Background: an optimization exercise with open tools, aiming at small area, a short achievable clock period and few clock cycles. Do not read the settings as production practice.
Only simulation tests tie the RTL to the original design; equivalence was not proved.
Power and IR drop assume default switching activity.

## flow/design.v (module list and top-level ports; edited modules follow where they fit)
// module std_fp_smult_pipe: 3382 lines
// module mul_fa: 4 lines
// module mul_ha: 4 lines
// module mul_x: 3 lines
// module mul_s: 3 lines
// module mul_sn: 3 lines
module std_fp_smult_pipe #(
    parameter WIDTH = 32,
    parameter INT_WIDTH = 16,
    parameter FRAC_WIDTH = 16
) (
    input  [WIDTH-1:0]              left,
    input  [WIDTH-1:0]              right,
    input  logic                    reset,
    input  logic                    go,
    input  logic                    clk,
    output logic [WIDTH-1:0]        out,
    output logic                    done
);
  // ...
==> flow/flow/run.sh <==
#!/bin/bash
# Layout flow: the standard ORFS flow (standard.sh, unchanged synthesis),
# with extra ORFS variables from flow/extra.env (port buffer cell choice and
# timing-repair options). Each tool's full output is in orfs/logs/...; the
# make output is in standard.log.
set -euo pipefail
here=$(pwd)
set -a
source "$here/flow/extra.env"
set +a
bash "$here/standard.sh" > "$here/standard.log" 2>&1
==> flow/flow/extra.env <==
BUFFER_PORTS_ARGS="-buffer_cell sky130_fd_sc_hd__buf_2"
==> flow/standard.sh <==
#!/bin/bash
# synth_recipe.tcl (not shown) runs the flow's synth.tcl, then flattens the netlist and writes it again
# the make line also repeats each setting of config.mk as NAME=value (left out here)
make -C /OpenROAD-flow-scripts/flow DESIGN_CONFIG=/design/flow/config.mk WORK_HOME=/design/flow/orfs CLKGATE_MAP_FILE= SYNTH_SCRIPT=/design/flow/synth_recipe.tcl "${@:-finish}"
==> flow/config.mk <==
export PLATFORM = sky130hd
export DESIGN_NAME = std_fp_smult_pipe
export DESIGN_NICKNAME = std_fp_smult_pipe
export VERILOG_FILES = /design/flow/design.v
export SDC_FILE = /design/flow/constraint.sdc
export NUM_CORES = 4
export LEC_CHECK = 0
export CAP_MARGIN = 20
export CORE_MARGIN = 2
export CORE_UTILIZATION = 40
export SETUP_SLACK_MARGIN = 2.5
export SLEW_MARGIN = 20
export SYNTH_HIERARCHICAL = 1
==> flow/constraint.sdc <==
create_clock -name core_clock -period 7.5 [get_ports {clk}]
set_input_delay 1.5000 -clock core_clock [delete_from_list [all_inputs] [get_ports {clk}]]
set_output_delay 1.5000 -clock core_clock [all_outputs]
set_load 0.01 [all_outputs]
==> results_dict.tcl, run 1 <==
set metrics [dict create \
    outcome "finished clean" \
    synthXorXnorAreaFrac 0.210 \
    clock_area_frac 0.0130 \
    root_buffer "clkbuf_16" \
    grtUsageTotal 0.281 \
    first_global_vias 17800 \
    yosys_warnings 7 \
    regArea_sq_um 1620 \
    cp_data_arrival_time_ns 3.55 \
    clock_path_buffers 2 \
    place_area_sq_um 22300 \
    worstSetupEndpoint "out[27]" \
    async_reset_ff_frac 0 \
    fin_ws_ns 2.45 \
    postRouteAntennaNets 0 \
    crit_path_start "r31_2" \
    final_nets 2575 \
    yosys_register_bits 81 \
    cts-resized-gates 77 \
    clock_buffers 10 \
    vias 17100 \
    diodes 0 \
    drive_gt1_frac 0.145 \
    syn_area_sq_um 20600 \
    htreeDepth 3 \
    slew_viol_final 0 \
    synthTopCellsByArea "fa_1, xor2_1, a22o_1, dfxtp_1, ha_1" \
    synth_most_common_cell "xor2_1" \
    cts_tree "yes" \
    p_leak_nw 10.4 \
    vias_per_cell 6.34 \
    dpl.hpwl_mm 55.6 \
    die_x_um 231 \
    layout_commonest_cell "xor2_1" \
    nWellTaps 680 \
]
Testbench counts, summed over its fixed seeds: cycles 4,008.
==> run 2, diff against run 1 <==
--- a/flow/design.v
+++ b/flow/design.v
@@ -12,17 +12,17 @@
     output logic                    done
 );
   logic done_r;
   always_ff @(posedge clk) begin
     if (reset) done_r <= 1'b0;
     else done_r <= go;
   end
   assign done = done_r;
-  wire [15:0] one, two, negz;
+  wire [15:0] one, two, negz, negn;
   wire xs0_0;
   wire xs0_1;
   wire xs0_2;
   wire xs0_3;
   wire xs0_4;
   wire xs0_5;
   wire xs0_6;
   wire xs0_7;
@@ -1909,17 +1909,17 @@
   mul_x ux0_25 (.a(left[25]), .n(right[1]), .y(xs0_25));
   mul_x ux0_26 (.a(left[26]), .n(right[1]), .y(xs0_26));
   mul_x ux0_27 (.a(left[27]), .n(right[1]), .y(xs0_27));
   mul_x ux0_28 (.a(left[28]), .n(right[1]), .y(xs0_28));
   mul_x ux0_29 (.a(left[29]), .n(right[1]), .y(xs0_29));
   mul_x ux0_30 (.a(left[30]), .n(right[1]), .y(xs0_30));
   mul_x ux0_31 (.a(left[31]), .n(right[1]), .y(xs0_31));
   mul_x ux0_32 (.a(left[31]), .n(right[1]), .y(xs0_32));
-  mul_s us0_0 (.a(xs0_0), .b(negz[0]), .p(one[0]), .q(two[0]), .y(pp0_0));
+  mul_s us0_0 (.a(xs0_0), .b(right[1]), .p(one[0]), .q(two[0]), .y(pp0_0));
   mul_s us0_1 (.a(xs0_1), .b(xs0_0), .p(one[0]), .q(two[0]), .y(pp0_1));
   mul_s us0_2 (.a(xs0_2), .b(xs0_1), .p(one[0]), .q(two[0]), .y(pp0_2));
   mul_s us0_3 (.a(xs0_3), .b(xs0_2), .p(one[0]), .q(two[0]), .y(pp0_3));
   mul_s us0_4 (.a(xs0_4), .b(xs0_3), .p(one[0]), .q(two[0]), .y(pp0_4));
   mul_s us0_5 (.a(xs0_5), .b(xs0_4), .p(one[0]), .q(two[0]), .y(pp0_5));
   mul_s us0_6 (.a(xs0_6), .b(xs0_5), .p(one[0]), .q(two[0]), .y(pp0_6));
   mul_s us0_7 (.a(xs0_7), .b(xs0_6), .p(one[0]), .q(two[0]), .y(pp0_7));
   mul_s us0_8 (.a(xs0_8), .b(xs0_7), .p(one[0]), .q(two[0]), .y(pp0_8));
@@ -1978,17 +1978,17 @@
   mul_x ux1_25 (.a(left[25]), .n(right[3]), .y(xs1_25));
   mul_x ux1_26 (.a(left[26]), .n(right[3]), .y(xs1_26));
   mul_x ux1_27 (.a(left[27]), .n(right[3]), .y(xs1_27));
   mul_x ux1_28 (.a(left[28]), .n(right[3]), .y(xs1_28));
   mul_x ux1_29 (.a(left[29]), .n(right[3]), .y(xs1_29));
   mul_x ux1_30 (.a(left[30]), .n(right[3]), .y(xs1_30));
   mul_x ux1_31 (.a(left[31]), .n(right[3]), .y(xs1_31));
   mul_x ux1_32 (.a(left[31]), .n(right[3]), .y(xs1_32));
-  mul_s us1_0 (.a(xs1_0), .b(negz[1]), .p(one[1]), .q(two[1]), .y(pp1_0));
+  mul_s us1_0 (.a(xs1_0), .b(right[3]), .p(one[1]), .q(two[1]), .y(pp1_0));
   mul_s us1_1 (.a(xs1_1), .b(xs1_0), .p(one[1]), .q(two[1]), .y(pp1_1));
   mul_s us1_2 (.a(xs1_2), .b(xs1_1), .p(one[1]), .q(two[1]), .y(pp1_2));
   mul_s us1_3 (.a(xs1_3), .b(xs1_2), .p(one[1]), .q(two[1]), .y(pp1_3));
   mul_s us1_4 (.a(xs1_4), .b(xs1_3), .p(one[1]), .q(two[1]), .y(pp1_4));
   mul_s us1_5 (.a(xs1_5), .b(xs1_4), .p(one[1]), .q(two[1]), .y(pp1_5));
   mul_s us1_6 (.a(xs1_6), .b(xs1_5), .p(one[1]), .q(two[1]), .y(pp1_6));
   mul_s us1_7 (.a(xs1_7), .b(xs1_6), .p(one[1]), .q(two[1]), .y(pp1_7));
   mul_s us1_8 (.a(xs1_8), .b(xs1_7), .p(one[1]), .q(two[1]), .y(pp1_8));
@@ -2047,17 +2047,17 @@
   mul_x ux2_25 (.a(left[25]), .n(right[5]), .y(xs2_25));
   mul_x ux2_26 (.a(left[26]), .n(right[5]), .y(xs2_26));
   mul_x ux2_27 (.a(left[27]), .n(right[5]), .y(xs2_27));
   mul_x ux2_28 (.a(left[28]), .n(right[5]), .y(xs2_28));
   mul_x ux2_29 (.a(left[29]), .n(right[5]), .y(xs2_29));
   mul_x ux2_30 (.a(left[30]), .n(right[5]), .y(xs2_30));
   mul_x ux2_31 (.a(left[31]), .n(right[5]), .y(xs2_31));
   mul_x ux2_32 (.a(left[31]), .n(right[5]), .y(xs2_32));
-  mul_s us2_0 (.a(xs2_0), .b(negz[2]), .p(one[2]), .q(two[2]), .y(pp2_0));
+  mul_s us2_0 (.a(xs2_0), .b(right[5]), .p(one[2]), .q(two[2]), .y(pp2_0));
   mul_s us2_1 (.a(xs2_1), .b(xs2_0), .p(one[2]), .q(two[2]), .y(pp2_1));
   mul_s us2_2 (.a(xs2_2), .b(xs2_1), .p(one[2]), .q(two[2]), .y(pp2_2));
   mul_s us2_3 (.a(xs2_3), .b(xs2_2), .p(one[2]), .q(two[2]), .y(pp2_3));
   mul_s us2_4 (.a(xs2_4), .b(xs2_3), .p(one[2]), .q(two[2]), .y(pp2_4));
   mul_s us2_5 (.a(xs2_5), .b(xs2_4), .p(one[2]), .q(two[2]), .y(pp2_5));
   mul_s us2_6 (.a(xs2_6), .b(xs2_5), .p(one[2]), .q(two[2]), .y(pp2_6));
   mul_s us2_7 (.a(xs2_7), .b(xs2_6), .p(one[2]), .q(two[2]), .y(pp2_7));
   mul_s us2_8 (.a(xs2_8), .b(xs2_7), .p(one[2]), .q(two[2]), .y(pp2_8));
@@ -2116,17 +2116,17 @@
   mul_x ux3_25 (.a(left[25]), .n(right[7]), .y(xs3_25));
   mul_x ux3_26 (.a(left[26]), .n(right[7]), .y(xs3_26));
   mul_x ux3_27 (.a(left[27]), .n(right[7]), .y(xs3_27));
   mul_x ux3_28 (.a(left[28]), .n(right[7]), .y(xs3_28));
   mul_x ux3_29 (.a(left[29]), .n(right[7]), .y(xs3_29));
   mul_x ux3_30 (.a(left[30]), .n(right[7]), .y(xs3_30));
   mul_x ux3_31 (.a(left[31]), .n(right[7]), .y(xs3_31));
   mul_x ux3_32 (.a(left[31]), .n(right[7]), .y(xs3_32));
-  mul_s us3_0 (.a(xs3_0), .b(negz[3]), .p(one[3]), .q(two[3]), .y(pp3_0));
+  mul_s us3_0 (.a(xs3_0), .b(right[7]), .p(one[3]), .q(two[3]), .y(pp3_0));
   mul_s us3_1 (.a(xs3_1), .b(xs3_0), .p(one[3]), .q(two[3]), .y(pp3_1));
   mul_s us3_2 (.a(xs3_2), .b(xs3_1), .p(one[3]), .q(two[3]), .y(pp3_2));
   mul_s us3_3 (.a(xs3_3), .b(xs3_2), .p(one[3]), .q(two[3]), .y(pp3_3));
   mul_s us3_4 (.a(xs3_4), .b(xs3_3), .p(one[3]), .q(two[3]), .y(pp3_4));
   mul_s us3_5 (.a(xs3_5), .b(xs3_4), .p(one[3]), .q(two[3]), .y(pp3_5));
   mul_s us3_6 (.a(xs3_6), .b(xs3_5), .p(one[3]), .q(two[3]), .y(pp3_6));
   mul_s us3_7 (.a(xs3_7), .b(xs3_6), .p(one[3]), .q(two[3]), .y(pp3_7));
   mul_s us3_8 (.a(xs3_8), .b(xs3_7), .p(one[3]), .q(two[3]), .y(pp3_8));
@@ -2185,17 +2185,17 @@
   mul_x ux4_25 (.a(left[25]), .n(right[9]), .y(xs4_25));
   mul_x ux4_26 (.a(left[26]), .n(right[9]), .y(xs4_26));
   mul_x ux4_27 (.a(left[27]), .n(right[9]), .y(xs4_27));
   mul_x ux4_28 (.a(left[28]), .n(right[9]), .y(xs4_28));
   mul_x ux4_29 (.a(left[29]), .n(right[9]), .y(xs4_29));
   mul_x ux4_30 (.a(left[30]), .n(right[9]), .y(xs4_30));
   mul_x ux4_31 (.a(left[31]), .n(right[9]), .y(xs4_31));
   mul_x ux4_32 (.a(left[31]), .n(right[9]), .y(xs4_32));
-  mul_s us4_0 (.a(xs4_0), .b(negz[4]), .p(one[4]), .q(two[4]), .y(pp4_0));
+  mul_s us4_0 (.a(xs4_0), .b(right[9]), .p(one[4]), .q(two[4]), .y(pp4_0));
   mul_s us4_1 (.a(xs4_1), .b(xs4_0), .p(one[4]), .q(two[4]), .y(pp4_1));
   mul_s us4_2 (.a(xs4_2), .b(xs4_1), .p(one[4]), .q(two[4]), .y(pp4_2));
   mul_s us4_3 (.a(xs4_3), .b(xs4_2), .p(one[4]), .q(two[4]), .y(pp4_3));
   mul_s us4_4 (.a(xs4_4), .b(xs4_3), .p(one[4]), .q(two[4]), .y(pp4_4));
   mul_s us4_5 (.a(xs4_5), .b(xs4_4), .p(one[4]), .q(two[4]), .y(pp4_5));
   mul_s us4_6 (.a(xs4_6), .b(xs4_5), .p(one[4]), .q(two[4]), .y(pp4_6));
   mul_s us4_7 (.a(xs4_7), .b(xs4_6), .p(one[4]), .q(two[4]), .y(pp4_7));
   mul_s us4_8 (.a(xs4_8), .b(xs4_7), .p(one[4]), .q(two[4]), .y(pp4_8));
@@ -2254,17 +2254,17 @@
   mul_x ux5_25 (.a(left[25]), .n(right[11]), .y(xs5_25));
   mul_x ux5_26 (.a(left[26]), .n(right[11]), .y(xs5_26));
   mul_x ux5_27 (.a(left[27]), .n(right[11]), .y(xs5_27));
   mul_x ux5_28 (.a(left[28]), .n(right[11]), .y(xs5_28));
   mul_x ux5_29 (.a(left[29]), .n(right[11]), .y(xs5_29));
   mul_x ux5_30 (.a(left[30]), .n(right[11]), .y(xs5_30));
   mul_x ux5_31 (.a(left[31]), .n(right[11]), .y(xs5_31));
   mul_x ux5_32 (.a(left[31]), .n(right[11]), .y(xs5_32));
-  mul_s us5_0 (.a(xs5_0), .b(negz[5]), .p(one[5]), .q(two[5]), .y(pp5_0));
+  mul_s us5_0 (.a(xs5_0), .b(right[11]), .p(one[5]), .q(two[5]), .y(pp5_0));
   mul_s us5_1 (.a(xs5_1), .b(xs5_0), .p(one[5]), .q(two[5]), .y(pp5_1));
   mul_s us5_2 (.a(xs5_2), .b(xs5_1), .p(one[5]), .q(two[5]), .y(pp5_2));
   mul_s us5_3 (.a(xs5_3), .b(xs5_2), .p(one[5]), .q(two[5]), .y(pp5_3));
   mul_s us5_4 (.a(xs5_4), .b(xs5_3), .p(one[5]), .q(two[5]), .y(pp5_4));
   mul_s us5_5 (.a(xs5_5), .b(xs5_4), .p(one[5]), .q(two[5]), .y(pp5_5));
   mul_s us5_6 (.a(xs5_6), .b(xs5_5), .p(one[5]), .q(two[5]), .y(pp5_6));
   mul_s us5_7 (.a(xs5_7), .b(xs5_6), .p(one[5]), .q(two[5]), .y(pp5_7));
   mul_s us5_8 (.a(xs5_8), .b(xs5_7), .p(one[5]), .q(two[5]), .y(pp5_8));
@@ -2323,17 +2323,17 @@
   mul_x ux6_25 (.a(left[25]), .n(right[13]), .y(xs6_25));
   mul_x ux6_26 (.a(left[26]), .n(right[13]), .y(xs6_26));
   mul_x ux6_27 (.a(left[27]), .n(right[13]), .y(xs6_27));
   mul_x ux6_28 (.a(left[28]), .n(right[13]), .y(xs6_28));
   mul_x ux6_29 (.a(left[29]), .n(right[13]), .y(xs6_29));
   mul_x ux6_30 (.a(left[30]), .n(right[13]), .y(xs6_30));
   mul_x ux6_31 (.a(left[31]), .n(right[13]), .y(xs6_31));
   mul_x ux6_32 (.a(left[31]), .n(right[13]), .y(xs6_32));
-  mul_s us6_0 (.a(xs6_0), .b(negz[6]), .p(one[6]), .q(two[6]), .y(pp6_0));
+  mul_s us6_0 (.a(xs6_0), .b(right[13]), .p(one[6]), .q(two[6]), .y(pp6_0));
   mul_s us6_1 (.a(xs6_1), .b(xs6_0), .p(one[6]), .q(two[6]), .y(pp6_1));
   mul_s us6_2 (.a(xs6_2), .b(xs6_1), .p(one[6]), .q(two[6]), .y(pp6_2));
   mul_s us6_3 (.a(xs6_3), .b(xs6_2), .p(one[6]), .q(two[6]), .y(pp6_3));
   mul_s us6_4 (.a(xs6_4), .b(xs6_3), .p(one[6]), .q(two[6]), .y(pp6_4));
   mul_s us6_5 (.a(xs6_5), .b(xs6_4), .p(one[6]), .q(two[6]), .y(pp6_5));
   mul_s us6_6 (.a(xs6_6), .b(xs6_5), .p(one[6]), .q(two[6]), .y(pp6_6));
   mul_s us6_7 (.a(xs6_7), .b(xs6_6), .p(one[6]), .q(two[6]), .y(pp6_7));
   mul_s us6_8 (.a(xs6_8), .b(xs6_7), .p(one[6]), .q(two[6]), .y(pp6_8));
@@ -2392,17 +2392,17 @@
   mul_x ux7_25 (.a(left[25]), .n(right[15]), .y(xs7_25));
   mul_x ux7_26 (.a(left[26]), .n(right[15]), .y(xs7_26));
   mul_x ux7_27 (.a(left[27]), .n(right[15]), .y(xs7_27));
   mul_x ux7_28 (.a(left[28]), .n(right[15]), .y(xs7_28));
   mul_x ux7_29 (.a(left[29]), .n(right[15]), .y(xs7_29));
   mul_x ux7_30 (.a(left[30]), .n(right[15]), .y(xs7_30));
   mul_x ux7_31 (.a(left[31]), .n(right[15]), .y(xs7_31));
   mul_x ux7_32 (.a(left[31]), .n(right[15]), .y(xs7_32));
-  mul_s us7_0 (.a(xs7_0), .b(negz[7]), .p(one[7]), .q(two[7]), .y(pp7_0));
+  mul_s us7_0 (.a(xs7_0), .b(right[15]), .p(one[7]), .q(two[7]), .y(pp7_0));
   mul_s us7_1 (.a(xs7_1), .b(xs7_0), .p(one[7]), .q(two[7]), .y(pp7_1));
   mul_s us7_2 (.a(xs7_2), .b(xs7_1), .p(one[7]), .q(two[7]), .y(pp7_2));
   mul_s us7_3 (.a(xs7_3), .b(xs7_2), .p(one[7]), .q(two[7]), .y(pp7_3));
   mul_s us7_4 (.a(xs7_4), .b(xs7_3), .p(one[7]), .q(two[7]), .y(pp7_4));
   mul_s us7_5 (.a(xs7_5), .b(xs7_4), .p(one[7]), .q(two[7]), .y(pp7_5));
   mul_s us7_6 (.a(xs7_6), .b(xs7_5), .p(one[7]), .q(two[7]), .y(pp7_6));
   mul_s us7_7 (.a(xs7_7), .b(xs7_6), .p(one[7]), .q(two[7]), .y(pp7_7));
   mul_s us7_8 (.a(xs7_8), .b(xs7_7), .p(one[7]), .q(two[7]), .y(pp7_8));
@@ -2460,17 +2460,17 @@
   mul_x ux8_24 (.a(left[24]), .n(right[17]), .y(xs8_24));
   mul_x ux8_25 (.a(left[25]), .n(right[17]), .y(xs8_25));
   mul_x ux8_26 (.a(left[26]), .n(right[17]), .y(xs8_26));
   mul_x ux8_27 (.a(left[27]), .n(right[17]), .y(xs8_27));
   mul_x ux8_28 (.a(left[28]), .n(right[17]), .y(xs8_28));
   mul_x ux8_29 (.a(left[29]), .n(right[17]), .y(xs8_29));
   mul_x ux8_30 (.a(left[30]), .n(right[17]), .y(xs8_30));
   mul_x ux8_31 (.a(left[31]), .n(right[17]), .y(xs8_31));
-  mul_s us8_0 (.a(xs8_0), .b(negz[8]), .p(one[8]), .q(two[8]), .y(pp8_0));
+  mul_s us8_0 (.a(xs8_0), .b(right[17]), .p(one[8]), .q(two[8]), .y(pp8_0));
   mul_s us8_1 (.a(xs8_1), .b(xs8_0), .p(one[8]), .q(two[8]), .y(pp8_1));
   mul_s us8_2 (.a(xs8_2), .b(xs8_1), .p(one[8]), .q(two[8]), .y(pp8_2));
   mul_s us8_3 (.a(xs8_3), .b(xs8_2), .p(one[8]), .q(two[8]), .y(pp8_3));
   mul_s us8_4 (.a(xs8_4), .b(xs8_3), .p(one[8]), .q(two[8]), .y(pp8_4));
   mul_s us8_5 (.a(xs8_5), .b(xs8_4), .p(one[8]), .q(two[8]), .y(pp8_5));
   mul_s us8_6 (.a(xs8_6), .b(xs8_5), .p(one[8]), .q(two[8]), .y(pp8_6));
   mul_s us8_7 (.a(xs8_7), .b(xs8_6), .p(one[8]), .q(two[8]), .y(pp8_7));
   mul_s us8_8 (.a(xs8_8), .b(xs8_7), .p(one[8]), .q(two[8]), .y(pp8_8));
@@ -2525,17 +2525,17 @@
   mul_x ux9_22 (.a(left[22]), .n(right[19]), .y(xs9_22));
   mul_x ux9_23 (.a(left[23]), .n(right[19]), .y(xs9_23));
   mul_x ux9_24 (.a(left[24]), .n(right[19]), .y(xs9_24));
   mul_x ux9_25 (.a(left[25]), .n(right[19]), .y(xs9_25));
   mul_x ux9_26 (.a(left[26]), .n(right[19]), .y(xs9_26));
   mul_x ux9_27 (.a(left[27]), .n(right[19]), .y(xs9_27));
   mul_x ux9_28 (.a(left[28]), .n(right[19]), .y(xs9_28));
   mul_x ux9_29 (.a(left[29]), .n(right[19]), .y(xs9_29));
-  mul_s us9_0 (.a(xs9_0), .b(negz[9]), .p(one[9]), .q(two[9]), .y(pp9_0));
+  mul_s us9_0 (.a(xs9_0), .b(right[19]), .p(one[9]), .q(two[9]), .y(pp9_0));
   mul_s us9_1 (.a(xs9_1), .b(xs9_0), .p(one[9]), .q(two[9]), .y(pp9_1));
   mul_s us9_2 (.a(xs9_2), .b(xs9_1), .p(one[9]), .q(two[9]), .y(pp9_2));
   mul_s us9_3 (.a(xs9_3), .b(xs9_2), .p(one[9]), .q(two[9]), .y(pp9_3));
   mul_s us9_4 (.a(xs9_4), .b(xs9_3), .p(one[9]), .q(two[9]), .y(pp9_4));
   mul_s us9_5 (.a(xs9_5), .b(xs9_4), .p(one[9]), .q(two[9]), .y(pp9_5));
   mul_s us9_6 (.a(xs9_6), .b(xs9_5), .p(one[9]), .q(two[9]), .y(pp9_6));
   mul_s us9_7 (.a(xs9_7), .b(xs9_6), .p(one[9]), .q(two[9]), .y(pp9_7));
   mul_s us9_8 (.a(xs9_8), .b(xs9_7), .p(one[9]), .q(two[9]), .y(pp9_8));
@@ -2586,17 +2586,17 @@
   mul_x ux10_20 (.a(left[20]), .n(right[21]), .y(xs10_20));
   mul_x ux10_21 (.a(left[21]), .n(right[21]), .y(xs10_21));
   mul_x ux10_22 (.a(left[22]), .n(right[21]), .y(xs10_22));
   mul_x ux10_23 (.a(left[23]), .n(right[21]), .y(xs10_23));
   mul_x ux10_24 (.a(left[24]), .n(right[21]), .y(xs10_24));
   mul_x ux10_25 (.a(left[25]), .n(right[21]), .y(xs10_25));
   mul_x ux10_26 (.a(left[26]), .n(right[21]), .y(xs10_26));
   mul_x ux10_27 (.a(left[27]), .n(right[21]), .y(xs10_27));
-  mul_s us10_0 (.a(xs10_0), .b(negz[10]), .p(one[10]), .q(two[10]), .y(pp10_0));
+  mul_s us10_0 (.a(xs10_0), .b(right[21]), .p(one[10]), .q(two[10]), .y(pp10_0));
   mul_s us10_1 (.a(xs10_1), .b(xs10_0), .p(one[10]), .q(two[10]), .y(pp10_1));
   mul_s us10_2 (.a(xs10_2), .b(xs10_1), .p(one[10]), .q(two[10]), .y(pp10_2));
   mul_s us10_3 (.a(xs10_3), .b(xs10_2), .p(one[10]), .q(two[10]), .y(pp10_3));
   mul_s us10_4 (.a(xs10_4), .b(xs10_3), .p(one[10]), .q(two[10]), .y(pp10_4));
   mul_s us10_5 (.a(xs10_5), .b(xs10_4), .p(one[10]), .q(two[10]), .y(pp10_5));
   mul_s us10_6 (.a(xs10_6), .b(xs10_5), .p(one[10]), .q(two[10]), .y(pp10_6));
   mul_s us10_7 (.a(xs10_7), .b(xs10_6), .p(one[10]), .q(two[10]), .y(pp10_7));
   mul_s us10_8 (.a(xs10_8), .b(xs10_7), .p(one[10]), .q(two[10]), .y(pp10_8));
@@ -2643,17 +2643,17 @@
   mul_x ux11_18 (.a(left[18]), .n(right[23]), .y(xs11_18));
   mul_x ux11_19 (.a(left[19]), .n(right[23]), .y(xs11_19));
   mul_x ux11_20 (.a(left[20]), .n(right[23]), .y(xs11_20));
   mul_x ux11_21 (.a(left[21]), .n(right[23]), .y(xs11_21));
   mul_x ux11_22 (.a(left[22]), .n(right[23]), .y(xs11_22));
   mul_x ux11_23 (.a(left[23]), .n(right[23]), .y(xs11_23));
   mul_x ux11_24 (.a(left[24]), .n(right[23]), .y(xs11_24));
   mul_x ux11_25 (.a(left[25]), .n(right[23]), .y(xs11_25));
-  mul_s us11_0 (.a(xs11_0), .b(negz[11]), .p(one[11]), .q(two[11]), .y(pp11_0));
+  mul_s us11_0 (.a(xs11_0), .b(right[23]), .p(one[11]), .q(two[11]), .y(pp11_0));
   mul_s us11_1 (.a(xs11_1), .b(xs11_0), .p(one[11]), .q(two[11]), .y(pp11_1));
   mul_s us11_2 (.a(xs11_2), .b(xs11_1), .p(one[11]), .q(two[11]), .y(pp11_2));
   mul_s us11_3 (.a(xs11_3), .b(xs11_2), .p(one[11]), .q(two[11]), .y(pp11_3));
   mul_s us11_4 (.a(xs11_4), .b(xs11_3), .p(one[11]), .q(two[11]), .y(pp11_4));
   mul_s us11_5 (.a(xs11_5), .b(xs11_4), .p(one[11]), .q(two[11]), .y(pp11_5));
   mul_s us11_6 (.a(xs11_6), .b(xs11_5), .p(one[11]), .q(two[11]), .y(pp11_6));
   mul_s us11_7 (.a(xs11_7), .b(xs11_6), .p(one[11]), .q(two[11]), .y(pp11_7));
   mul_s us11_8 (.a(xs11_8), .b(xs11_7), .p(one[11]), .q(two[11]), .y(pp11_8));
@@ -2696,17 +2696,17 @@
   mul_x ux12_16 (.a(left[16]), .n(right[25]), .y(xs12_16));
   mul_x ux12_17 (.a(left[17]), .n(right[25]), .y(xs12_17));
   mul_x ux12_18 (.a(left[18]), .n(right[25]), .y(xs12_18));
   mul_x ux12_19 (.a(left[19]), .n(right[25]), .y(xs12_19));
   mul_x ux12_20 (.a(left[20]), .n(right[25]), .y(xs12_20));
   mul_x ux12_21 (.a(left[21]), .n(right[25]), .y(xs12_21));
   mul_x ux12_22 (.a(left[22]), .n(right[25]), .y(xs12_22));
   mul_x ux12_23 (.a(left[23]), .n(right[25]), .y(xs12_23));
-  mul_s us12_0 (.a(xs12_0), .b(negz[12]), .p(one[12]), .q(two[12]), .y(pp12_0));
+  mul_s us12_0 (.a(xs12_0), .b(right[25]), .p(one[12]), .q(two[12]), .y(pp12_0));
   mul_s us12_1 (.a(xs12_1), .b(xs12_0), .p(one[12]), .q(two[12]), .y(pp12_1));
   mul_s us12_2 (.a(xs12_2), .b(xs12_1), .p(one[12]), .q(two[12]), .y(pp12_2));
   mul_s us12_3 (.a(xs12_3), .b(xs12_2), .p(one[12]), .q(two[12]), .y(pp12_3));
   mul_s us12_4 (.a(xs12_4), .b(xs12_3), .p(one[12]), .q(two[12]), .y(pp12_4));
   mul_s us12_5 (.a(xs12_5), .b(xs12_4), .p(one[12]), .q(two[12]), .y(pp12_5));
   mul_s us12_6 (.a(xs12_6), .b(xs12_5), .p(one[12]), .q(two[12]), .y(pp12_6));
   mul_s us12_7 (.a(xs12_7), .b(xs12_6), .p(one[12]), .q(two[12]), .y(pp12_7));
   mul_s us12_8 (.a(xs12_8), .b(xs12_7), .p(one[12]), .q(two[12]), .y(pp12_8));
@@ -2745,17 +2745,17 @@
   mul_x ux13_14 (.a(left[14]), .n(right[27]), .y(xs13_14));
   mul_x ux13_15 (.a(left[15]), .n(right[27]), .y(xs13_15));
   mul_x ux13_16 (.a(left[16]), .n(right[27]), .y(xs13_16));
   mul_x ux13_17 (.a(left[17]), .n(right[27]), .y(xs13_17));
   mul_x ux13_18 (.a(left[18]), .n(right[27]), .y(xs13_18));
   mul_x ux13_19 (.a(left[19]), .n(right[27]), .y(xs13_19));
   mul_x ux13_20 (.a(left[20]), .n(right[27]), .y(xs13_20));
   mul_x ux13_21 (.a(left[21]), .n(right[27]), .y(xs13_21));
-  mul_s us13_0 (.a(xs13_0), .b(negz[13]), .p(one[13]), .q(two[13]), .y(pp13_0));
+  mul_s us13_0 (.a(xs13_0), .b(right[27]), .p(one[13]), .q(two[13]), .y(pp13_0));
   mul_s us13_1 (.a(xs13_1), .b(xs13_0), .p(one[13]), .q(two[13]), .y(pp13_1));
   mul_s us13_2 (.a(xs13_2), .b(xs13_1), .p(one[13]), .q(two[13]), .y(pp13_2));
   mul_s us13_3 (.a(xs13_3), .b(xs13_2), .p(one[13]), .q(two[13]), .y(pp13_3));
   mul_s us13_4 (.a(xs13_4), .b(xs13_3), .p(one[13]), .q(two[13]), .y(pp13_4));
   mul_s us13_5 (.a(xs13_5), .b(xs13_4), .p(one[13]), .q(two[13]), .y(pp13_5));
   mul_s us13_6 (.a(xs13_6), .b(xs13_5), .p(one[13]), .q(two[13]), .y(pp13_6));
   mul_s us13_7 (.a(xs13_7), .b(xs13_6), .p(one[13]), .q(two[13]), .y(pp13_7));
   mul_s us13_8 (.a(xs13_8), .b(xs13_7), .p(one[13]), .q(two[13]), .y(pp13_8));
@@ -2790,17 +2790,17 @@
   mul_x ux14_12 (.a(left[12]), .n(right[29]), .y(xs14_12));
   mul_x ux14_13 (.a(left[13]), .n(right[29]), .y(xs14_13));
   mul_x ux14_14 (.a(left[14]), .n(right[29]), .y(xs14_14));
   mul_x ux14_15 (.a(left[15]), .n(right[29]), .y(xs14_15));
   mul_x ux14_16 (.a(left[16]), .n(right[29]), .y(xs14_16));
   mul_x ux14_17 (.a(left[17]), .n(right[29]), .y(xs14_17));
   mul_x ux14_18 (.a(left[18]), .n(right[29]), .y(xs14_18));
   mul_x ux14_19 (.a(left[19]), .n(right[29]), .y(xs14_19));
-  mul_s us14_0 (.a(xs14_0), .b(negz[14]), .p(one[14]), .q(two[14]), .y(pp14_0));
+  mul_s us14_0 (.a(xs14_0), .b(right[29]), .p(one[14]), .q(two[14]), .y(pp14_0));
   mul_s us14_1 (.a(xs14_1), .b(xs14_0), .p(one[14]), .q(two[14]), .y(pp14_1));
   mul_s us14_2 (.a(xs14_2), .b(xs14_1), .p(one[14]), .q(two[14]), .y(pp14_2));
   mul_s us14_3 (.a(xs14_3), .b(xs14_2), .p(one[14]), .q(two[14]), .y(pp14_3));
   mul_s us14_4 (.a(xs14_4), .b(xs14_3), .p(one[14]), .q(two[14]), .y(pp14_4));
   mul_s us14_5 (.a(xs14_5), .b(xs14_4), .p(one[14]), .q(two[14]), .y(pp14_5));
   mul_s us14_6 (.a(xs14_6), .b(xs14_5), .p(one[14]), .q(two[14]), .y(pp14_6));
   mul_s us14_7 (.a(xs14_7), .b(xs14_6), .p(one[14]), .q(two[14]), .y(pp14_7));
   mul_s us14_8 (.a(xs14_8), .b(xs14_7), .p(one[14]), .q(two[14]), .y(pp14_8));
@@ -2831,17 +2831,17 @@
   mul_x ux15_10 (.a(left[10]), .n(right[31]), .y(xs15_10));
   mul_x ux15_11 (.a(left[11]), .n(right[31]), .y(xs15_11));
   mul_x ux15_12 (.a(left[12]), .n(right[31]), .y(xs15_12));
   mul_x ux15_13 (.a(left[13]), .n(right[31]), .y(xs15_13));
   mul_x ux15_14 (.a(left[14]), .n(right[31]), .y(xs15_14));
   mul_x ux15_15 (.a(left[15]), .n(right[31]), .y(xs15_15));
   mul_x ux15_16 (.a(left[16]), .n(right[31]), .y(xs15_16));
   mul_x ux15_17 (.a(left[17]), .n(right[31]), .y(xs15_17));
-  mul_s us15_0 (.a(xs15_0), .b(negz[15]), .p(one[15]), .q(two[15]), .y(pp15_0));
+  mul_s us15_0 (.a(xs15_0), .b(right[31]), .p(one[15]), .q(two[15]), .y(pp15_0));
   mul_s us15_1 (.a(xs15_1), .b(xs15_0), .p(one[15]), .q(two[15]), .y(pp15_1));
   mul_s us15_2 (.a(xs15_2), .b(xs15_1), .p(one[15]), .q(two[15]), .y(pp15_2));
   mul_s us15_3 (.a(xs15_3), .b(xs15_2), .p(one[15]), .q(two[15]), .y(pp15_3));
   mul_s us15_4 (.a(xs15_4), .b(xs15_3), .p(one[15]), .q(two[15]), .y(pp15_4));
   mul_s us15_5 (.a(xs15_5), .b(xs15_4), .p(one[15]), .q(two[15]), .y(pp15_5));
   mul_s us15_6 (.a(xs15_6), .b(xs15_5), .p(one[15]), .q(two[15]), .y(pp15_6));
   mul_s us15_7 (.a(xs15_7), .b(xs15_6), .p(one[15]), .q(two[15]), .y(pp15_7));
   mul_s us15_8 (.a(xs15_8), .b(xs15_7), .p(one[15]), .q(two[15]), .y(pp15_8));
@@ -3372,27 +3372,325 @@
   mul_fa us841 (.a(r42_0), .b(r42_1), .c(r42_2), .s(s841), .co(c842));
   mul_ha us843 (.a(r43_0), .b(r43_1), .s(s843), .co(c844));
   mul_fa us845 (.a(r44_0), .b(r44_1), .c(r44_2), .s(s845), .co(c846));
   mul_ha us847 (.a(r45_0), .b(r45_1), .s(s847), .co(c848));
   mul_ha us849 (.a(r46_0), .b(r46_1), .s(s849), .co(c850));
   mul_ha us851 (.a(r47_0), .b(r47_1), .s(s851), .co(c852));
   wire [31:0] fa_row = {c850, c848, s847, c844, s843, c840, s839, c836, s835, c832, s831, c826, s825, c820, s819, c814, c810, c806, c802, s799, c796, c794, c792, c790, c788, c786, c784, c782, r19_2, r18_0, r17_0, r16_0};
   wire [31:0] fb_row = {s851, s849, c846, s845, c842, s841, c838, s837, c834, s833, c828, s827, c822, s821, c816, s815, s813, s809, s805, s801, s797, s795, s793, s791, s789, s787, s785, s783, s781, r18_1, r17_1, r16_1};
-  wire [32:0] fsum = {fa_row, 1'b1} + {fb_row, rc};
-  assign out = fsum[32:1];
+  wire fp0, fg0;
+  mul_xor2 ufp0 (.a(r16_0), .b(r16_1), .y(fp0));
+  mul_and2 ufg0 (.a(r16_0), .b(r16_1), .y(fg0));
+  wire fp1, fg1;
+  mul_xor2 ufp1 (.a(r17_0), .b(r17_1), .y(fp1));
+  mul_and2 ufg1 (.a(r17_0), .b(r17_1), .y(fg1));
+  wire fp2, fg2;
+  mul_xor2 ufp2 (.a(r18_0), .b(r18_1), .y(fp2));
+  mul_and2 ufg2 (.a(r18_0), .b(r18_1), .y(fg2));
+  wire fp3, fg3;
+  mul_xor2 ufp3 (.a(r19_2), .b(s781), .y(fp3));
+  mul_and2 ufg3 (.a(r19_2), .b(s781), .y(fg3));
+  wire fp4, fg4;
+  mul_xor2 ufp4 (.a(c782), .b(s783), .y(fp4));
+  mul_and2 ufg4 (.a(c782), .b(s783), .y(fg4));
+  wire fp5, fg5;
+  mul_xor2 ufp5 (.a(c784), .b(s785), .y(fp5));
+  mul_and2 ufg5 (.a(c784), .b(s785), .y(fg5));
+  wire fp6, fg6;
+  mul_xor2 ufp6 (.a(c786), .b(s787), .y(fp6));
+  mul_and2 ufg6 (.a(c786), .b(s787), .y(fg6));
+  wire fp7, fg7;
+  mul_xor2 ufp7 (.a(c788), .b(s789), .y(fp7));
+  mul_and2 ufg7 (.a(c788), .b(s789), .y(fg7));
+  wire fp8, fg8;
+  mul_xor2 ufp8 (.a(c790), .b(s791), .y(fp8));
+  mul_and2 ufg8 (.a(c790), .b(s791), .y(fg8));
+  wire fp9, fg9;
+  mul_xor2 ufp9 (.a(c792), .b(s793), .y(fp9));
+  mul_and2 ufg9 (.a(c792), .b(s793), .y(fg9));
+  wire fp10, fg10;
+  mul_xor2 ufp10 (.a(c794), .b(s795), .y(fp10));
+  mul_and2 ufg10 (.a(c794), .b(s795), .y(fg10));
+  wire fp11, fg11;
+  mul_xor2 ufp11 (.a(c796), .b(s797), .y(fp11));
+  mul_and2 ufg11 (.a(c796), .b(s797), .y(fg11));
+  wire fp12, fg12;
+  mul_xor2 ufp12 (.a(s799), .b(s801), .y(fp12));
+  mul_and2 ufg12 (.a(s799), .b(s801), .y(fg12));
+  wire fp13, fg13;
+  mul_xor2 ufp13 (.a(c802), .b(s805), .y(fp13));
+  mul_and2 ufg13 (.a(c802), .b(s805), .y(fg13));
+  wire fp14, fg14;
+  mul_xor2 ufp14 (.a(c806), .b(s809), .y(fp14));
+  mul_and2 ufg14 (.a(c806), .b(s809), .y(fg14));
+  wire fp15, fg15;
+  mul_xor2 ufp15 (.a(c810), .b(s813), .y(fp15));
+  mul_and2 ufg15 (.a(c810), .b(s813), .y(fg15));
+  wire fp16, fg16;
+  mul_xor2 ufp16 (.a(c814), .b(s815), .y(fp16));
+  mul_and2 ufg16 (.a(c814), .b(s815), .y(fg16));
+  wire fp17, fg17;
+  mul_xor2 ufp17 (.a(s819), .b(c816), .y(fp17));
+  mul_and2 ufg17 (.a(s819), .b(c816), .y(fg17));
+  wire fp18, fg18;
+  mul_xor2 ufp18 (.a(c820), .b(s821), .y(fp18));
+  mul_and2 ufg18 (.a(c820), .b(s821), .y(fg18));
+  wire fp19, fg19;
+  mul_xor2 ufp19 (.a(s825), .b(c822), .y(fp19));
+  mul_and2 ufg19 (.a(s825), .b(c822), .y(fg19));
+  wire fp20, fg20;
+  mul_xor2 ufp20 (.a(c826), .b(s827), .y(fp20));
+  mul_and2 ufg20 (.a(c826), .b(s827), .y(fg20));
+  wire fp21, fg21;
+  mul_xor2 ufp21 (.a(s831), .b(c828), .y(fp21));
+  mul_and2 ufg21 (.a(s831), .b(c828), .y(fg21));
+  wire fp22, fg22;
+  mul_xor2 ufp22 (.a(c832), .b(s833), .y(fp22));
+  mul_and2 ufg22 (.a(c832), .b(s833), .y(fg22));
+  wire fp23, fg23;
+  mul_xor2 ufp23 (.a(s835), .b(c834), .y(fp23));
+  mul_and2 ufg23 (.a(s835), .b(c834), .y(fg23));
+  wire fp24, fg24;
+  mul_xor2 ufp24 (.a(c836), .b(s837), .y(fp24));
+  mul_and2 ufg24 (.a(c836), .b(s837), .y(fg24));
+  wire fp25, fg25;
+  mul_xor2 ufp25 (.a(s839), .b(c838), .y(fp25));
+  mul_and2 ufg25 (.a(s839), .b(c838), .y(fg25));
+  wire fp26, fg26;
+  mul_xor2 ufp26 (.a(c840), .b(s841), .y(fp26));
+  mul_and2 ufg26 (.a(c840), .b(s841), .y(fg26));
+  wire fp27, fg27;
+  mul_xor2 ufp27 (.a(s843), .b(c842), .y(fp27));
+  mul_and2 ufg27 (.a(s843), .b(c842), .y(fg27));
+  wire fp28, fg28;
+  mul_xor2 ufp28 (.a(c844), .b(s845), .y(fp28));
+  mul_and2 ufg28 (.a(c844), .b(s845), .y(fg28));
+  wire fp29, fg29;
+  mul_xor2 ufp29 (.a(s847), .b(c846), .y(fp29));
+  mul_and2 ufg29 (.a(s847), .b(c846), .y(fg29));
+  wire fp30, fg30;
+  mul_xor2 ufp30 (.a(c848), .b(s849), .y(fp30));
+  mul_and2 ufg30 (.a(c848), .b(s849), .y(fg30));
+  wire fp31, fg31;
+  mul_xor2 ufp31 (.a(c850), .b(s851), .y(fp31));
+  mul_and2 ufg31 (.a(c850), .b(s851), .y(fg31));
+  wire fG0c = fg0 | (fp0 & rc);
+  wire fG0_1 = fg1 | (fp1 & fG0c);
+  wire fP0_1 = fp1 & fp0;
+  wire fG0_3 = fg3 | (fp3 & fg2);
+  wire fP0_3 = fp3 & fp2;
+  wire fG0_5 = fg5 | (fp5 & fg4);
+  wire fP0_5 = fp5 & fp4;
+  wire fG0_7 = fg7 | (fp7 & fg6);
+  wire fP0_7 = fp7 & fp6;
+  wire fG0_9 = fg9 | (fp9 & fg8);
+  wire fP0_9 = fp9 & fp8;
+  wire fG0_11 = fg11 | (fp11 & fg10);
+  wire fP0_11 = fp11 & fp10;
+  wire fG0_13 = fg13 | (fp13 & fg12);
+  wire fP0_13 = fp13 & fp12;
+  wire fG0_15 = fg15 | (fp15 & fg14);
+  wire fP0_15 = fp15 & fp14;
+  wire fG0_17 = fg17 | (fp17 & fg16);
+  wire fP0_17 = fp17 & fp16;
+  wire fG0_19 = fg19 | (fp19 & fg18);
+  wire fP0_19 = fp19 & fp18;
+  wire fG0_21 = fg21 | (fp21 & fg20);
+  wire fP0_21 = fp21 & fp20;
+  wire fG0_23 = fg23 | (fp23 & fg22);
+  wire fP0_23 = fp23 & fp22;
+  wire fG0_25 = fg25 | (fp25 & fg24);
+  wire fP0_25 = fp25 & fp24;
+  wire fG0_27 = fg27 | (fp27 & fg26);
+  wire fP0_27 = fp27 & fp26;
+  wire fG0_29 = fg29 | (fp29 & fg28);
+  wire fP0_29 = fp29 & fp28;
+  wire fG0_31 = fg31 | (fp31 & fg30);
+  wire fP0_31 = fp31 & fp30;
+  wire fG1_2 = fg2 | (fp2 & fG0_1);
+  wire fP1_2 = fp2 & fP0_1;
+  wire fG1_3 = fG0_3 | (fP0_3 & fG0_1);
+  wire fP1_3 = fP0_3 & fP0_1;
+  wire fG1_6 = fg6 | (fp6 & fG0_5);
+  wire fP1_6 = fp6 & fP0_5;
+  wire fG1_7 = fG0_7 | (fP0_7 & fG0_5);
+  wire fP1_7 = fP0_7 & fP0_5;
+  wire fG1_10 = fg10 | (fp10 & fG0_9);
+  wire fP1_10 = fp10 & fP0_9;
+  wire fG1_11 = fG0_11 | (fP0_11 & fG0_9);
+  wire fP1_11 = fP0_11 & fP0_9;
+  wire fG1_14 = fg14 | (fp14 & fG0_13);
+  wire fP1_14 = fp14 & fP0_13;
+  wire fG1_15 = fG0_15 | (fP0_15 & fG0_13);
+  wire fP1_15 = fP0_15 & fP0_13;
+  wire fG1_18 = fg18 | (fp18 & fG0_17);
+  wire fP1_18 = fp18 & fP0_17;
+  wire fG1_19 = fG0_19 | (fP0_19 & fG0_17);
+  wire fP1_19 = fP0_19 & fP0_17;
+  wire fG1_22 = fg22 | (fp22 & fG0_21);
+  wire fP1_22 = fp22 & fP0_21;
+  wire fG1_23 = fG0_23 | (fP0_23 & fG0_21);
+  wire fP1_23 = fP0_23 & fP0_21;
+  wire fG1_26 = fg26 | (fp26 & fG0_25);
+  wire fP1_26 = fp26 & fP0_25;
+  wire fG1_27 = fG0_27 | (fP0_27 & fG0_25);
+  wire fP1_27 = fP0_27 & fP0_25;
+  wire fG1_30 = fg30 | (fp30 & fG0_29);
+  wire fP1_30 = fp30 & fP0_29;
+  wire fG1_31 = fG0_31 | (fP0_31 & fG0_29);
+  wire fP1_31 = fP0_31 & fP0_29;
+  wire fG2_4 = fg4 | (fp4 & fG1_3);
+  wire fP2_4 = fp4 & fP1_3;
+  wire fG2_5 = fG0_5 | (fP0_5 & fG1_3);
+  wire fP2_5 = fP0_5 & fP1_3;
+  wire fG2_6 = fG1_6 | (fP1_6 & fG1_3);
+  wire fP2_6 = fP1_6 & fP1_3;
+  wire fG2_7 = fG1_7 | (fP1_7 & fG1_3);
+  wire fP2_7 = fP1_7 & fP1_3;
+  wire fG2_12 = fg12 | (fp12 & fG1_11);
+  wire fP2_12 = fp12 & fP1_11;
+  wire fG2_13 = fG0_13 | (fP0_13 & fG1_11);
+  wire fP2_13 = fP0_13 & fP1_11;
+  wire fG2_14 = fG1_14 | (fP1_14 & fG1_11);
+  wire fP2_14 = fP1_14 & fP1_11;
+  wire fG2_15 = fG1_15 | (fP1_15 & fG1_11);
+  wire fP2_15 = fP1_15 & fP1_11;
+  wire fG2_20 = fg20 | (fp20 & fG1_19);
+  wire fP2_20 = fp20 & fP1_19;
+  wire fG2_21 = fG0_21 | (fP0_21 & fG1_19);
+  wire fP2_21 = fP0_21 & fP1_19;
+  wire fG2_22 = fG1_22 | (fP1_22 & fG1_19);
+  wire fP2_22 = fP1_22 & fP1_19;
+  wire fG2_23 = fG1_23 | (fP1_23 & fG1_19);
+  wire fP2_23 = fP1_23 & fP1_19;
+  wire fG2_28 = fg28 | (fp28 & fG1_27);
+  wire fP2_28 = fp28 & fP1_27;
+  wire fG2_29 = fG0_29 | (fP0_29 & fG1_27);
+  wire fP2_29 = fP0_29 & fP1_27;
+  wire fG2_30 = fG1_30 | (fP1_30 & fG1_27);
+  wire fP2_30 = fP1_30 & fP1_27;
+  wire fG2_31 = fG1_31 | (fP1_31 & fG1_27);
+  wire fP2_31 = fP1_31 & fP1_27;
+  wire fG3_8 = fg8 | (fp8 & fG2_7);
+  wire fP3_8 = fp8 & fP2_7;
+  wire fG3_9 = fG0_9 | (fP0_9 & fG2_7);
+  wire fP3_9 = fP0_9 & fP2_7;
+  wire fG3_10 = fG1_10 | (fP1_10 & fG2_7);
+  wire fP3_10 = fP1_10 & fP2_7;
+  wire fG3_11 = fG1_11 | (fP1_11 & fG2_7);
+  wire fP3_11 = fP1_11 & fP2_7;
+  wire fG3_12 = fG2_12 | (fP2_12 & fG2_7);
+  wire fP3_12 = fP2_12 & fP2_7;
+  wire fG3_13 = fG2_13 | (fP2_13 & fG2_7);
+  wire fP3_13 = fP2_13 & fP2_7;
+  wire fG3_14 = fG2_14 | (fP2_14 & fG2_7);
+  wire fP3_14 = fP2_14 & fP2_7;
+  wire fG3_15 = fG2_15 | (fP2_15 & fG2_7);
+  wire fP3_15 = fP2_15 & fP2_7;
+  wire fG3_24 = fg24 | (fp24 & fG2_23);
+  wire fP3_24 = fp24 & fP2_23;
+  wire fG3_25 = fG0_25 | (fP0_25 & fG2_23);
+  wire fP3_25 = fP0_25 & fP2_23;
+  wire fG3_26 = fG1_26 | (fP1_26 & fG2_23);
+  wire fP3_26 = fP1_26 & fP2_23;
+  wire fG3_27 = fG1_27 | (fP1_27 & fG2_23);
+  wire fP3_27 = fP1_27 & fP2_23;
+  wire fG3_28 = fG2_28 | (fP2_28 & fG2_23);
+  wire fP3_28 = fP2_28 & fP2_23;
+  wire fG3_29 = fG2_29 | (fP2_29 & fG2_23);
+  wire fP3_29 = fP2_29 & fP2_23;
+  wire fG3_30 = fG2_30 | (fP2_30 & fG2_23);
+  wire fP3_30 = fP2_30 & fP2_23;
+  wire fG3_31 = fG2_31 | (fP2_31 & fG2_23);
+  wire fP3_31 = fP2_31 & fP2_23;
+  wire fG4_16 = fg16 | (fp16 & fG3_15);
+  wire fP4_16 = fp16 & fP3_15;
+  wire fG4_17 = fG0_17 | (fP0_17 & fG3_15);
+  wire fP4_17 = fP0_17 & fP3_15;
+  wire fG4_18 = fG1_18 | (fP1_18 & fG3_15);
+  wire fP4_18 = fP1_18 & fP3_15;
+  wire fG4_19 = fG1_19 | (fP1_19 & fG3_15);
+  wire fP4_19 = fP1_19 & fP3_15;
+  wire fG4_20 = fG2_20 | (fP2_20 & fG3_15);
+  wire fP4_20 = fP2_20 & fP3_15;
+  wire fG4_21 = fG2_21 | (fP2_21 & fG3_15);
+  wire fP4_21 = fP2_21 & fP3_15;
+  wire fG4_22 = fG2_22 | (fP2_22 & fG3_15);
+  wire fP4_22 = fP2_22 & fP3_15;
+  wire fG4_23 = fG2_23 | (fP2_23 & fG3_15);
+  wire fP4_23 = fP2_23 & fP3_15;
+  wire fG4_24 = fG3_24 | (fP3_24 & fG3_15);
+  wire fP4_24 = fP3_24 & fP3_15;
+  wire fG4_25 = fG3_25 | (fP3_25 & fG3_15);
+  wire fP4_25 = fP3_25 & fP3_15;
+  wire fG4_26 = fG3_26 | (fP3_26 & fG3_15);
+  wire fP4_26 = fP3_26 & fP3_15;
+  wire fG4_27 = fG3_27 | (fP3_27 & fG3_15);
+  wire fP4_27 = fP3_27 & fP3_15;
+  wire fG4_28 = fG3_28 | (fP3_28 & fG3_15);
+  wire fP4_28 = fP3_28 & fP3_15;
+  wire fG4_29 = fG3_29 | (fP3_29 & fG3_15);
+  wire fP4_29 = fP3_29 & fP3_15;
+  wire fG4_30 = fG3_30 | (fP3_30 & fG3_15);
+  wire fP4_30 = fP3_30 & fP3_15;
+  wire fG4_31 = fG3_31 | (fP3_31 & fG3_15);
+  wire fP4_31 = fP3_31 & fP3_15;
+  wire fs0 = fp0 ^ rc;
+  wire fs1 = fp1 ^ fG0c;
+  wire fs2 = fp2 ^ fG0_1;
+  wire fs3 = fp3 ^ fG1_2;
+  wire fs4 = fp4 ^ fG1_3;
+  wire fs5 = fp5 ^ fG2_4;
+  wire fs6 = fp6 ^ fG2_5;
+  wire fs7 = fp7 ^ fG2_6;
+  wire fs8 = fp8 ^ fG2_7;
+  wire fs9 = fp9 ^ fG3_8;
+  wire fs10 = fp10 ^ fG3_9;
+  wire fs11 = fp11 ^ fG3_10;
+  wire fs12 = fp12 ^ fG3_11;
+  wire fs13 = fp13 ^ fG3_12;
+  wire fs14 = fp14 ^ fG3_13;
+  wire fs15 = fp15 ^ fG3_14;
+  wire fs16 = fp16 ^ fG3_15;
+  wire fs17 = fp17 ^ fG4_16;
+  wire fs18 = fp18 ^ fG4_17;
+  wire fs19 = fp19 ^ fG4_18;
+  wire fs20 = fp20 ^ fG4_19;
+  wire fs21 = fp21 ^ fG4_20;
+  wire fs22 = fp22 ^ fG4_21;
+  wire fs23 = fp23 ^ fG4_22;
+  wire fs24 = fp24 ^ fG4_23;
+  wire fs25 = fp25 ^ fG4_24;
+  wire fs26 = fp26 ^ fG4_25;
+  wire fs27 = fp27 ^ fG4_26;
+  wire fs28 = fp28 ^ fG4_27;
+  wire fs29 = fp29 ^ fG4_28;
+  wire fs30 = fp30 ^ fG4_29;
+  wire fs31 = fp31 ^ fG4_30;
+  assign out = {fs31, fs30, fs29, fs28, fs27, fs26, fs25, fs24, fs23, fs22, fs21, fs20, fs19, fs18, fs17, fs16, fs15, fs14, fs13, fs12, fs11, fs10, fs9, fs8, fs7, fs6, fs5, fs4, fs3, fs2, fs1, fs0};
 endmodule
 module mul_fa (input a, input b, input c, output s, output co);
   assign s = a ^ b ^ c;
   assign co = (a & b) | (a & c) | (b & c);
 endmodule
 module mul_ha (input a, input b, output s, output co);
   assign s = a ^ b;
   assign co = a & b;
 endmodule
+module mul_xor2 (input a, input b, output y);
+  assign y = a ^ b;
+endmodule
+module mul_and2 (input a, input b, output y);
+  assign y = a & b;
+endmodule
+module mul_enc (input b2, input b1, input b0, output one, output two);
+  assign one = b1 ^ b0;
+  assign two = (b2 & ~b1 & ~b0) | (~b2 & b1 & b0);
+endmodule
 module mul_x (input a, input n, output y);
   assign y = a ^ n;
 endmodule
 module mul_s (input a, input b, input p, input q, output y);
   assign y = (a & p) | (b & q);
 endmodule
 module mul_sn (input a, input b, input p, input q, output y);
   assign y = ~((a & p) | (b & q));
==> flow/config.mk (replaced) <==
export PLATFORM = sky130hd
export DESIGN_NAME = std_fp_smult_pipe
export DESIGN_NICKNAME = std_fp_smult_pipe
export VERILOG_FILES = /design/flow/design.v
export SDC_FILE = /design/flow/constraint.sdc
export NUM_CORES = 4
export LEC_CHECK = 0
export CAP_MARGIN = 20
export CORE_MARGIN = 2
export CORE_UTILIZATION = 40
export SETUP_SLACK_MARGIN = 2.75
export SLEW_MARGIN = 20
export SYNTH_HIERARCHICAL = 1
==> results_dict.tcl, run 2 <==
set metrics [dict create \
    critPathMaxStageDelay_ns 0.50 \
    drtIter0Drc 1869 \
    first_global_vias 17800 \
    grt_start_max_net_pins 42 \
    ir_drop_v 0.000256 \
    diodes 0 \
    postRouteAntennaNets 0 \
    p_leak_nw 10.3 \
    yosys_register_bits 81 \
    grt_overflow 0 \
    wire_per_inst_um 28.2 \
    setup_tns_ns 0 \
    gp_congestion 0.903 \
    utilization 0.472 \
    synthesis.instances 1787 \
    syn_area_sq_um 20500 \
    dieHeight_um 230 \
    fmax_mhz 203 \
    outcome "finished clean" \
    fin_crit_ns 4.92 \
    tightest_slew_ns 0.758 \
    route.detailed.drc 0 \
    place_inst 2557 \
    final_nets 2488 \
    layout_commonest_cell "xor2_1" \
    cts_tree "yes" \
    post-route-period-util 0.656 \
    finalHoldViolations 0 \
    vias_per_cell 6.34 \
    die_x_um 230 \
    vias 16700 \
    holdWs_ns 1.26 \
    slew_viol_final 0 \
    maxCapViolations 0 \
    port-buffer-count 99 \
    cts_hold_buffers 0 \
    p_int_mw 5.31 \
    cp_data_arrival_time_ns 3.42 \
    crit_fanout 3 \
    cts_sinks 81 \
    clkTransAtPathRegs_ns 0.06 \
    yosys_warnings 7 \
    cp-start-kind "flip-flop" \
    critPathMostFrequentCell "fa_1" \
    synth_fp_nets 2314 \
    antenna_found_initial 1 \
    synth_top_cell_by_area "fa_1" \
    row_count 82 \
    firstDrtPassIters 5 \
    fp.coreArea_sq_um 50400 \
    p_sw_frac 0.494 \
    htreeDepth 3 \
    power_frac_comb 0.865 \
    design_area_sq_um 23800 \
    finalSetupViolCount 0 \
    final_cell_mix "xor2_1, a22o_1, fa_1" \
    synth-main-ff-cell "dfxtp_1" \
    maxSlewHeadroom 0.492 \
    ys_types 46 \
    p_seq_frac 0.085 \
    switchingPower_mw 5.19 \
    slowest_stage "fa_1" \
    power_mw 10.5 \
    ys_seq_area_frac 0.0791 \
    synth_top_area_frac 0.367 \
    root_buffer "clkbuf_16" \
    powerDensity_nw_per_um2 442 \
    synth_most_common_cell "xor2_1" \
    numCtsBuffers 9 \
    drive_gt1_frac 0.155 \
    rsz0062_at_grt "true" \
    place_area_sq_um 22000 \
    clkPwrFrac 0.051 \
    drt-total-wl_mm 74.4 \
    ys_top_cells_by_count "xor2_1, a22o_1, fa_1, ha_1, dfxtp_1" \
    synth-edff-count 0 \
    avgSynthCellArea_sq_um 11.5 \
    grtUsageTotal 0.280 \
    critPathCaptureType "output pin" \
    grt_pass1_wl_mm 111 \
    min_path_cells 2 \
    criticalPathCategory "reg -> out" \
    worstPathRequired_ns 6.00 \
    post-place-ws_ns 1.40 \
    holdCritStartpoint "reset" \
    synthTopCellsByArea "fa_1, xor2_1, a22o_1, dfxtp_1, ha_1" \
    worstPathCellList "fa_1, fa_1, xor2_2, buf_4, a21o_1, a21oi_2, o211ai_4, buf_12, a31oi_4, nor2b_2, a31o_1, xor2_1, buf_2" \
    dpl.hpwl_mm 52.3 \
    io-pin-count 100 \
    fp.dieArea_sq_um 53100 \
    fin_ws_ns 2.58 \
    min_to "done_r" \
    fin_cells 2638 \
    hold_path_class "in -> reg" \
    area_growth_pct 16.0 \
    initial_utilization 0.407 \
    async_reset_ff_frac 0 \
    clock_path_buffers 2 \
]
==> run 2: area by class of cell <==
cell class	count	area (sq um)
clock buffers	11	243
clock inverters	5	103
fillers	4637	26600
inverters	41	154
multi-input cells	1642	19200
flip-flops and latches	81	1620
well taps	672	841
repair buffers	186	1640
==> run 2: layer usage <==
metal  vias to the layer above  share of wire  wire length, um  global-route usage
li1                       6848              -                -                   -
met1                      8623           0.40            29700               0.356
met2                      1045           0.46            34500               0.458
met3                       204          0.094             6980              0.0634
met4                         2          0.043             3200               0.120
met5                         -        0.00017               13                   0
==> run 2: critical path: cells and delay by family (launching register included) <==
family / cells / cell delay (ns)
AO/OA/AOI/OAI: 5 / 0.91
buffers and inverters: 3 / 0.45
AND/OR/NAND/NOR: 1 / 0.08
flip-flops: 1 / 0.32
adder cells (fa/ha/maj): 2 / 0.93
XOR/XNOR: 2 / 0.36
==> run 2: worst max-delay path by stage <==
stage | endpoint | cells after the start | slack, ns | from
2_1_floorplan | rc | 11 | 2.55 | right[2]
3_3_place_gp | rc | 11 | 1.47 | right[1]
3_5_place_dp | rc | 11 | 1.40 | right[1]
4_1_cts | out[27] | 13 | 2.58 | r30_2
5_1_grt | out[31] | 12 | 2.39 | r33_0
6_report | out[27] | 13 | 2.58 | r33_0
==> run 2: cells by family after synthesis <==
logic type,Yosys count,synth area share
DFF,81,0.0791
and+or+nand+nor,116,0.0345
xor gates and xnor gates,523,0.223
buffers and inverters,73,0.0192
AOI/OAI and AO/OA,534,0.225
adders and majority gates,460,0.419
==> run 2: power groups by stage <==
stage                     logic, mW  clock network, mW  registers, mW
after floorplan                6.67                  0          0.878
after global placement         8.29                  0          0.895
after detailed placement       8.43                  0          0.902
after CTS                      9.03              0.555          0.892
after global routing           10.3              0.570          0.912
final                          9.08              0.534          0.888
==> run 2: modules after synthesis, one instance, submodules excluded <==
module	flip-flops and latches	cell area, sq um	copies in the design
mul_sn	0	12.5	8
mul_and2	0	6.26	31
std_fp_smult_pipe	81	3820	1
mul_ha	0	12.5	41
mul_x	0	8.76	464
mul_xor2	0	8.76	32
mul_fa	0	20.0	376
mul_s	0	8.76	456
==> run 2: timing repair <==
| item | in CTS | in global routing |
|---|---|---|
| gates cloned | 11 | 3 |
| endpoints found under the setup margin | 92 | 53 |
| resized for setup | 99 | 35 |
| pin swaps | 24 | 9 |
| setup buffers | 36 | 15 |
Testbench counts of run 2, summed over its fixed seeds: cycles 4,008.
==> run 3, diff against run 2 <==
--- a/flow/config.mk
+++ b/flow/config.mk
@@ -7,2 +7,3 @@
 export LEC_CHECK = 0
+export ABC_CLOCK_PERIOD_IN_PS = 2500
 export CAP_MARGIN = 20
@@ -10,3 +11,3 @@
 export CORE_UTILIZATION = 40
-export SETUP_SLACK_MARGIN = 2.75
+export SETUP_SLACK_MARGIN = 2.5
 export SLEW_MARGIN = 20
==> results_dict.tcl, run 3 <==
set metrics [dict create \
    outcome "finished clean" \
    rsz0062_at_grt "true" \
    first_global_vias 17500 \
    slowest_stage "o21ai_4" \
    fin_crit_ns 5.00 \
    min_path_cells 2 \
    post-route-period-util 0.666 \
    cp_top_family "adder cells" \
    final_cell_mix "xor2_1, a22o_1, fa_1" \
    worstPathCellList "buf_4, nand2b_1, o21ai_4, a22o_1, fa_1, fa_1, fa_1, fa_1, fa_1" \
    cp_data_arrival_time_ns 5.24 \
    drive_gt1_frac 0.140 \
    worstPathRequired_ns 7.74 \
    synth_fp_nets 2314 \
    drt-total-wl_mm 71.3 \
    grtUsageTotal 0.268 \
    ys_types 46 \
    wire_per_inst_um 27.1 \
    clock_path_buffers 2 \
    diodes 0 \
    maxSlewHeadroom 0.473 \
    clkTransAtPathRegs_ns 0.06 \
    vias_per_cell 6.19 \
    vias 16300 \
    cp-start-kind "input port" \
    critPathMaxStageDelay_ns 0.61 \
    layout_commonest_cell "xor2_1" \
    grt_pass1_wl_mm 107 \
    gp_congestion 0.933 \
    critPathCaptureType "flip-flop" \
    synth_most_common_cell "xor2_1" \
    crit_fanout 18 \
    synth-main-ff-cell "dfxtp_1" \
    io-pin-count 100 \
    setup_tns_ns 0 \
    numCtsBuffers 9 \
    critical_path_buf_inv_count 1 \
    ir_drop_v 0.000280 \
    cts_sinks 81 \
    utilization 0.462 \
    area_growth_pct 13.5 \
    grt_start_max_net_pins 41 \
    fp.coreArea_sq_um 50400 \
    finalSetupViolCount 0 \
    p_leak_nw 10.1 \
    holdWs_ns 1.27 \
    row_count 82 \
    avgSynthCellArea_sq_um 11.5 \
    hold_path_class "in -> reg" \
    min_to "done_r" \
    finalHoldViolations 0 \
    synthTopCellsByArea "fa_1, xor2_1, a22o_1, dfxtp_1, ha_1" \
    route.detailed.drc 0 \
    syn_area_sq_um 20500 \
    drtIter0Drc 1572 \
    fp.dieArea_sq_um 53100 \
    root_buffer "clkbuf_16" \
    htreeDepth 3 \
    grt_overflow 0 \
    yosys_register_bits 81 \
    synth_top_area_frac 0.367 \
    antenna_found_initial 1 \
    synthesis.instances 1787 \
    ys_seq_area_frac 0.0791 \
    port-buffer-count 99 \
    firstDrtPassIters 6 \
    die_x_um 230 \
    dieHeight_um 230 \
    critPathMostFrequentCell "fa_1" \
    synth-edff-count 0 \
    synth_top_cell_by_area "fa_1" \
    holdCritStartpoint "reset" \
    final_nets 2478 \
    yosys_warnings 7 \
    postRouteAntennaNets 0 \
    fmax_mhz 200 \
    dpl.hpwl_mm 52.3 \
    criticalPathCategory "in -> reg" \
    ys_top_cells_by_count "xor2_1, a22o_1, fa_1, ha_1, dfxtp_1" \
    async_reset_ff_frac 0 \
    maxCapViolations 0 \
    initial_utilization 0.407 \
    cp.depth 9 \
    slew_viol_final 0 \
    tightest_slew_ns 0.790 \
    cts_hold_buffers 0 \
    cts_tree "yes" \
    powerDensity_nw_per_um2 443 \
]
[run 3: changes by cell type in the layout (fill, tap and decap cells not counted), sizes merged]
cell      previous run  this run
buf                173       159
bufbuf               3         0
bufinv               3         0
clkbuf              21        32
clkinvlp             1         3
nor2b               22        21
o21ai               28        26
[run 3: how the worst max path moves through the flow]
stage          slack, ns      end      start
3_3_place_gp        1.66       rc  right[11]
5_1_grt             2.43  out[31]      r30_2
4_1_cts             2.33       rc   right[5]
2_1_floorplan       2.47       rc   right[9]
3_5_place_dp        1.61       rc  right[11]
6_report            2.50    r27_1  right[21]
[run 3: area by class of cell]
class | count | area, sq um
clock buffer | 12 | 256
clock inverter | 4 | 27.5
fill | 4650 | 27100
inverter | 41 | 154
multi-input combinational | 1639 | 19000
sequential | 81 | 1620
tap | 672 | 841
timing repair buffer | 179 | 1390
[run 3: cell families after synthesis]
group / share of synthesized area
AOI/OAI and AO/OA: 0.225
xor gates and xnor gates: 0.223
adders and majority gates: 0.419
buffers and inverters: 0.0192
DFF: 0.0791
and+or+nand+nor: 0.0345
[run 3: what timing repair did]
item | 4_1_cts | 5_1_grt
setup endpoints to repair | 50 | 43
pin swaps | 9 | 20
resized for setup | 41 | 65
setup buffers | 24 | 15
cloned | 6 | 3
[run 3: per-stage QoR]
stage	power [mW]	setup WS, ns	area [sq um]	instances
after floorplan	7.47	2.47	20600	1787
after global placement	9.05	1.66	22000	2564
after detailed placement	9.24	1.61	22000	2564
after CTS	9.96	2.33	22800	2610
after global routing	11.5	2.43	23300	2628
final	10.3	2.50	23300	2628
[run 3: power by group]
part / switching (mW) / leakage, nW / internal, mW
clock network: 0.196 / 0.131 / 0.241
logic: 4.84 / 9.27 / 4.16
registers: 0.0971 / 0.682 / 0.791
[run 3: per-module statistics from Yosys (local to each module, per instance)]
module             flip-flops and latches  cell area [sq um]  cells inside
mul_x                                   0               8.76             1
std_fp_smult_pipe                      81               3820           379
mul_fa                                  0               20.0             1
mul_and2                                0               6.26             1
mul_xor2                                0               8.76             1
mul_s                                   0               8.76             1
mul_ha                                  0               12.5             1
mul_sn                                  0               12.5             1
[run 3: layer usage]
layer / share of wire / vias to the layer above / track usage / wire (um)
met5: 0 / - / 0 / 0
met2: 0.47 / 863 / 0.438 / 33400
li1: - / 6817 / - / -
met4: 0.041 / 0 / 0.109 / 2910
met1: 0.41 / 8417 / 0.348 / 29200
met3: 0.081 / 162 / 0.0551 / 5790

-- afterwards: timing with drivers on the ports --
No port has a modelled driver above. Below, the same layouts with a new extraction and two added sets of constraints. Step 1 (the two cells are an assumption about what drives the block):
set clk [get_ports {clk}]
set_driving_cell -lib_cell sky130_fd_sc_hd__clkbuf_16 $clk
set_driving_cell -lib_cell sky130_fd_sc_hd__buf_2 [delete_from_list [all_inputs] $clk]
Step 2 also shifts input and output timing later by t, the mid clock arrival at the registers, as if the neighbouring blocks saw the same clock. Slacks: ideal / step 1 / step 2; pairs: ideal / step 1.
run | t, ns | slack for setup (ns) | hold WS [ns] | worst data-port slew with drivers (ns)
run 1 | 0.424 | 2.446 / 2.393 / 2.124 | 1.288 / 1.259 / 1.683 | 0.09
run 2 | 0.441 | 2.576 / 2.522 / 2.138 | 1.262 / 1.231 / 1.672 | 0.10
run 3 | 0.438 | 2.505 / 2.507 / 2.069 | 1.275 / 1.239 / 1.677 | 0.10
After both steps setup and hold are still met in every run listed. The setup slack of run 2, which loses most, moves by -0.054 ns with the drivers and by -0.438 ns with both steps.
